Background: an optimization exercise with open tools, aiming at small area. Do not read the settings as production practice. For this run, only the layout was checked, not whether the RTL still works. No activity file was given, so power comes from the tool's default toggle rates.

==> design.v <==
module sort #(
	parameter DATA_W = 32
)(
	input i_clk,
	input i_rst_n,
	input  [DATA_W*8-1:0] i_input,
	output [DATA_W*8-1:0] o_output
);
	wire [DATA_W-1:0] i_input_ [0:7];
	wire [DATA_W-1:0] stage_1  [0:7];
	wire [DATA_W-1:0] stage_2  [0:7];
	wire [DATA_W-1:0] stage_3  [0:7];
	wire [DATA_W-1:0] stage_4  [0:7];
	wire [DATA_W-1:0] stage_5  [0:7];
	wire [DATA_W-1:0] stage_6  [0:7];
	genvar i;
	for(i = 0; i < 8; i=i+1) begin
		assign i_input_[i] = i_input[(i+1)*DATA_W-1:i*DATA_W];
	end
	for(i = 0; i < 4; i=i+1) begin : t1
		if (i % 2 == 0) begin
			comparator #(
				.DATA_W(DATA_W)
			) u1 (
				.i_clk(i_clk),
				.i_rst_n(i_rst_n),
				.i_input_1(i_input_[2*i]),
				.i_input_2(i_input_[2*i+1]),
				.o_output_1(stage_1[2*i]),
				.o_output_2(stage_1[2*i+1])
			);
		end else begin
			comparator #(
				.DATA_W(DATA_W)
			) u1 (
				.i_clk(i_clk),
				.i_rst_n(i_rst_n),
				.i_input_1(i_input_[2*i]),
				.i_input_2(i_input_[2*i+1]),
				.o_output_1(stage_1[2*i+1]),
				.o_output_2(stage_1[2*i])
			);
		end
	end
	for(i = 0; i < 2; i=i+1) begin : t2
		comparator #(
			.DATA_W(DATA_W)
		) u2 (
			.i_clk(i_clk),
			.i_rst_n(i_rst_n),
			.i_input_1(stage_1[i]),
			.i_input_2(stage_1[i+2]),
			.o_output_1(stage_2[i]),
			.o_output_2(stage_2[i+2])
		);
	end
	for(i = 4; i < 6; i=i+1) begin : t3
		comparator #(
			.DATA_W(DATA_W)
		) u2 (
			.i_clk(i_clk),
			.i_rst_n(i_rst_n),
			.i_input_1(stage_1[i]),
			.i_input_2(stage_1[i+2]),
			.o_output_1(stage_2[i+2]),
			.o_output_2(stage_2[i])
		);
	end
	for(i = 0; i < 2; i=i+1) begin : t4
		comparator #(
			.DATA_W(DATA_W)
		) u3 (
			.i_clk(i_clk),
			.i_rst_n(i_rst_n),
			.i_input_1(stage_2[2*i]),
			.i_input_2(stage_2[2*i+1]),
			.o_output_1(stage_3[2*i]),
			.o_output_2(stage_3[2*i+1])
		);
	end
	for(i = 0; i < 2; i=i+1) begin : t5
		comparator #(
			.DATA_W(DATA_W)
		) u3 (
			.i_clk(i_clk),
			.i_rst_n(i_rst_n),
			.i_input_1(stage_2[4+2*i]),
			.i_input_2(stage_2[4+2*i+1]),
			.o_output_1(stage_3[4+2*i+1]),
			.o_output_2(stage_3[4+2*i])
		);
	end
	for(i = 0; i < 4; i=i+1) begin : t6
		comparator #(
			.DATA_W(DATA_W)
		) u4 (
			.i_clk(i_clk),
			.i_rst_n(i_rst_n),
			.i_input_1(stage_3[i]),
			.i_input_2(stage_3[i+4]),
			.o_output_1(stage_4[i]),
			.o_output_2(stage_4[i+4])
		);
	end
	for(i = 0; i < 2; i=i+1) begin : t7
		comparator #(
			.DATA_W(DATA_W)
		) u5 (
			.i_clk(i_clk),
			.i_rst_n(i_rst_n),
			.i_input_1(stage_4[i]),
			.i_input_2(stage_4[i+2]),
			.o_output_1(stage_5[i]),
			.o_output_2(stage_5[i+2])
		);
	end
	for(i = 4; i < 6; i=i+1) begin : t8
		comparator #(
			.DATA_W(DATA_W)
		) u5 (
			.i_clk(i_clk),
			.i_rst_n(i_rst_n),
			.i_input_1(stage_4[i]),
			.i_input_2(stage_4[i+2]),
			.o_output_1(stage_5[i]),
			.o_output_2(stage_5[i+2])
		);
	end
	for(i = 0; i < 8; i=i+2) begin : t9
		comparator #(
			.DATA_W(DATA_W)
		) u6 (
			.i_clk(i_clk),
			.i_rst_n(i_rst_n),
			.i_input_1(stage_5[i]),
			.i_input_2(stage_5[i+1]),
			.o_output_1(stage_6[i]),
			.o_output_2(stage_6[i+1])
		);
	end
	for(i = 0; i < 8; i=i+1)
		assign o_output[(i+1)*DATA_W-1:i*DATA_W] = stage_6[i];
endmodule
module comparator #(
	parameter DATA_W = 32
)(
	input               i_clk,
	input               i_rst_n,
	input  [DATA_W-1:0] i_input_1,
	input  [DATA_W-1:0] i_input_2,
	output [DATA_W-1:0] o_output_1,
	output [DATA_W-1:0] o_output_2
);
	reg [DATA_W-1:0] o_output_1_r, o_output_2_r;
	reg [DATA_W-1:0] o_output_1_w, o_output_2_w;
	assign o_output_1 = o_output_1_r;
	assign o_output_2 = o_output_2_r;
	always @(*) begin
		if (i_input_1 > i_input_2) begin
			o_output_1_w = i_input_2;
			o_output_2_w = i_input_1;
		end else begin
			o_output_1_w = i_input_1;
			o_output_2_w = i_input_2;
		end
	end
	always @(posedge i_clk or negedge i_rst_n) begin
		if (~i_rst_n) begin
			o_output_1_r <= 0;
			o_output_2_r <= 0;
		end else begin
			o_output_1_r <= o_output_1_w;
			o_output_2_r <= o_output_2_w;
		end
	end
endmodule
==> run.sh <==
#!/bin/bash
# synth_recipe.tcl (not shown) runs the flow's synth.tcl, then flattens the netlist and writes it again
# the make line also repeats each setting of config.mk as NAME=value (left out here)
make -C /OpenROAD-flow-scripts/flow DESIGN_CONFIG=/design/flow/config.mk WORK_HOME=/design/flow/orfs CLKGATE_MAP_FILE= SYNTH_SCRIPT=/design/flow/synth_recipe.tcl finish
==> config.mk <==
export PLATFORM = sky130hd
export DESIGN_NAME = sort
export DESIGN_NICKNAME = sort
export VERILOG_FILES = /design/flow/design.v
export SDC_FILE = /design/flow/constraint.sdc
export NUM_CORES = 4
export LEC_CHECK = 0
export CAP_MARGIN = 20
export CORE_MARGIN = 2
export CORE_UTILIZATION = 40
export SLEW_MARGIN = 20
==> constraint.sdc <==
create_clock -name core_clock -period 4.0 [get_ports {i_clk}]
set_input_delay 0.8000 -clock core_clock [delete_from_list [all_inputs] [get_ports {i_clk}]]
set_output_delay 0.8000 -clock core_clock [all_outputs]
set_load 0.01 [all_outputs]
==> results_dict.tcl <==
set metrics [dict create \
    insertion_delay_ns 0.82 \
    initial_core_util 0.4026 \
    crit_path_max_incr_delay_ns 0.69 \
    cts_tree "done" \
    dp_hpwl_um 187600 \
    vias_per_cell 5.243 \
    ios 514 \
    power_mw 86.19 \
    grt_pass1_wl_um 336500 \
    synth.top_cell.area_share 0.5020 \
    ir_drop_mv 0.6320 \
    ctsHoldBuffers 1 \
    finalCritPeriodShare 0.8720 \
    ys_ff_latch 1536 \
    rsz0062_at_grt "no" \
    synth_top_area_cell "dfrtp_1" \
    drtIter0Drc 3263 \
    synth_top_family_by_area "multiplexers" \
    power_density_nw_per_um2 948.3 \
    grt_max_degree 119 \
    drv_cap 0 \
    drc 0 \
    async_flop_share 1.000 \
    cts_buffer_depth 3 \
    synth-seq-area-share 0.5020 \
    critical_path_required_ns 4.66 \
    synth-simple-area-share 0.03786 \
    wl_met3_um 10560 \
    critPathSlowestCell "buf_4" \
    top_layer "met4" \
    switching_share 0.3875 \
    clkPwrFrac 0.189 \
    synth_compound_area_frac 0.05319 \
    cts_buffers 169 \
    grt_pass1_vias 49920 \
    hold_viol_final 0 \
    yosys_warnings 2 \
    met1_length_um 108300 \
    grt_overflow_total 0 \
    synth.net_count 6958 \
    path_buf_inv 2 \
    synth_adder_area_share 0.1255 \
    synth.area.top_cells "dfrtp_1, mux2_2, ha_1, inv_1, a21oi_1" \
    power_switching_mw 33.40 \
    slew_viol_final 0 \
    cp_max_fo 64 \
    min_period_ns 3.488 \
    wl_met2_um 104500 \
    netlist_area_um2 76570 \
    critPathLaunchType "register" \
    pwr-share-seq 0.337 \
    setup-tns-final_ns 0 \
    wl_per_cell_um 24.85 \
    io_buffers 513 \
    outcome "timing/DRC/antenna clean" \
    cp_cell_sequence "inv_1 -> ha_1 -> a21oi_1 -> a211oi_1 -> or4_1 -> a22oi_2 -> buf_4 -> mux2_2" \
    crit_family "buffers and inverters" \
    synth_edf_count 0 \
    nets 7623 \
    coreArea_um2 190200 \
    clkTransAtPathRegs_ns 0.06 \
    fin_cells 9259 \
    h-tree-depth 4 \
    synthDistinctLibCells 40 \
    gp_congestion 0.9503 \
    max_freq_mhz 286.7 \
    path_class "register to register" \
    synth_cells 5932 \
    area_growth_pct 18.70 \
    p_int_mw 52.79 \
    antenna_found_initial 30 \
    arrival_ns 4.15 \
    synthXorXnorAreaFrac 0 \
    die-area_um2 194900 \
    dpl.cell_count 8936 \
    maxSlewHeadroom 0.3591 \
    num_rows 160 \
    synthMuxAreaShare 0.2259 \
    drtPass1Iterations 5 \
    num_vias 48550 \
    setup_viol 0 \
    ant_nets 0 \
    routed_wirelength_um 230100 \
    groute.usage.overall 0.2374 \
    cts_sinks 1536 \
    endpoint_kind "register" \
    drive_above_1_share 0.2914 \
    tightest_slew_ns 0.9480 \
    hold_path_class "register to register" \
    leakagePower_nw 41.91 \
    fin_skew_ns 0.03468 \
    postCtsSetupBuffers 0 \
    die_y_um 441.5 \
    combPwrFrac 0.474 \
    synth_ff_type "dfrtp_1" \
    post_cts_resized 0 \
    postSynthAreaPerCell_um2 12.91 \
    cts_root_buf "clkbuf_16" \
    die_w_um 441.5 \
]
-- synthesized netlist by cell type, types with 21 or more instances --
| library cell | number |
|---|---|
| a21o_1 | 77 |
| a21oi_1 | 313 |
| nor3_1 | 41 |
| ha_1 | 768 |
| a211oi_1 | 36 |
| dfrtp_1 | 1536 |
| mux2_2 | 1517 |
| buf_6 | 96 |
| nand4_1 | 169 |
| nor4_1 | 36 |
| inv_1 | 773 |
| nand2_1 | 103 |
| nand3_1 | 96 |
| nor2b_1 | 21 |
| a21boi_0 | 35 |
| buf_2 | 37 |
| o211ai_1 | 22 |
| o21ai_0 | 91 |
-- routing by layer --
layer	up-vias	global-route usage
met4	0	0.07181
met3	338	0.03219
li1	22290	-
met2	1171	0.3745
met5	-	0
met1	24750	0.3395
-- metrics by stage --
step           worst slack [ns]  instance area, um^2  utilization  hold slack, ns
2_1_floorplan             1.009                76570            -          0.4750
3_3_place_gp            0.07773                84950       0.4467          0.5118
3_5_place_dp            0.07178                84950       0.4467          0.5125
4_1_cts                  0.6154                90860       0.4778          0.5310
5_1_grt                  0.5126                90880       0.4778          0.5435
6_report                 0.5119                90890       0.4779          0.5279
-- final timing paths --
path / from / endpoint / slack, ns / cells after the start
worst max-delay path: t5[1].u3.o_output_2_r[7]$_DFF_PN0_ / t6[2].u4.o_output_1_r[25]$_DFF_PN0_ / 0.51 / 8
worst min-delay path: t6[3].u4.o_output_2_r[5]$_DFF_PN0_ / t8[5].u5.o_output_2_r[5]$_DFF_PN0_ / 0.53 / 1
worst max register to register: t5[1].u3.o_output_2_r[7]$_DFF_PN0_ / t6[2].u4.o_output_1_r[25]$_DFF_PN0_ / 0.51 / 8
worst min register to register: t6[3].u4.o_output_2_r[5]$_DFF_PN0_ / t8[5].u5.o_output_2_r[5]$_DFF_PN0_ / 0.53 / 1
max in group asynchronous: i_rst_n / t1[3].genblk1.u1.o_output_1_r[9]$_DFF_PN0_ / 1.99 / 4
min in group asynchronous: i_rst_n / t7[0].u5.o_output_2_r[24]$_DFF_PN0_ / 0.58 / 2
-- area by class of cell --
type	instances	area (um^2)
fill	16910	99290
timing repair buffer	639	6501
sequential	1536	38440
clock buffer	215	4703
multi-input combinational	3478	33980
tap	2511	3142
antenna	11	27.53
clock inverter	96	1199
inverter	773	2902
-- state kept, by name, indices dropped and copies added (netlist names), 128 cells and up --
register	flops
t1.genblk1.u1.o_output_2_r	128
t6.u4.o_output_1_r	128
t9.u6.o_output_1_r	128
t9.u6.o_output_2_r	128
t1.genblk1.u1.o_output_1_r	128
t6.u4.o_output_2_r	128
-- cells in the final DEF, fill, tap and decap left out, types with 19 or more instances in the layout --
cell type        synthesis  layout
buf_4                   12      93
dfrtp_1               1536    1536
clkinvlp_4               0      21
ha_1                   768     768
nand2_1                103     103
nor2_1                  19      19
a21boi_0                35      35
clkinv_2                 0      31
clkbuf_16                0     170
buf_12                   0      32
nand4_1                169     169
mux2_2                1517    1517
a21o_1                  77      77
bufinv_16                0      20
nor2b_1                 21      21
inv_1                  773     773
o21ai_0                 91      91
nor3_1                  41      41
o211ai_1                22      22
mux2_1                  19      19
nor4_1                  36      34
a21oi_1                313     313
clkbuf_8                 0      28
nand3_1                 96      96
clkdlybuf4s50_1          0     512
a211oi_1                36      36
-- power groups by stage --
stage	sequential, mW	combinational (mW)	clock [mW]
5_1_grt	29.7	44.3	17.3
6_report	29.0	40.8	16.3
4_1_cts	28.9	40.9	16.7
3_5_place_dp	29.2	40.4	0
3_3_place_gp	29.1	39.8	0
2_1_floorplan	26.3	27.5	0
-- cell families (layout without fill, tap and decap cells) --
kind of cell / after synthesis / count (layout)
muxes: 1536 / 1536
DFF: 1536 / 1536
buffers and inverters: 918 / 1723
adders and majority gates: 768 / 768
AOI/OAI and AO/OA: 646 / 646
and+or+nand+nor: 528 / 528
other: 0 / 11

-- port drivers added, routing unchanged --
Ports are ideal in the flow. The routed layout listed here was re-timed in OpenROAD. Step 1, drivers: a clkbuf_16 drives i_clk and a buf_2 each remaining input, both assumed. Step 2 moves the port delays by t, midway between the first and last clock arrival at a register: inputs arrive t later, outputs are due t later. That takes back most of the time a late clock gives input paths. Three values: no drivers, after step 1, after step 2; two values: the first two.
t, ns: 0.897
setup WS [ns]: 0.512 / 0.512 / 0.132
latest minus earliest clock arrival (ns): 0.035 / 0.035
slew at the worst register clock pin (ns): 0.06 / 0.06
pins driven straight from the clock port: 1
After both steps this run still meets setup and hold. For this run, drivers alone change the setup slack by 0.000 ns; drivers and shift together by -0.380 ns.
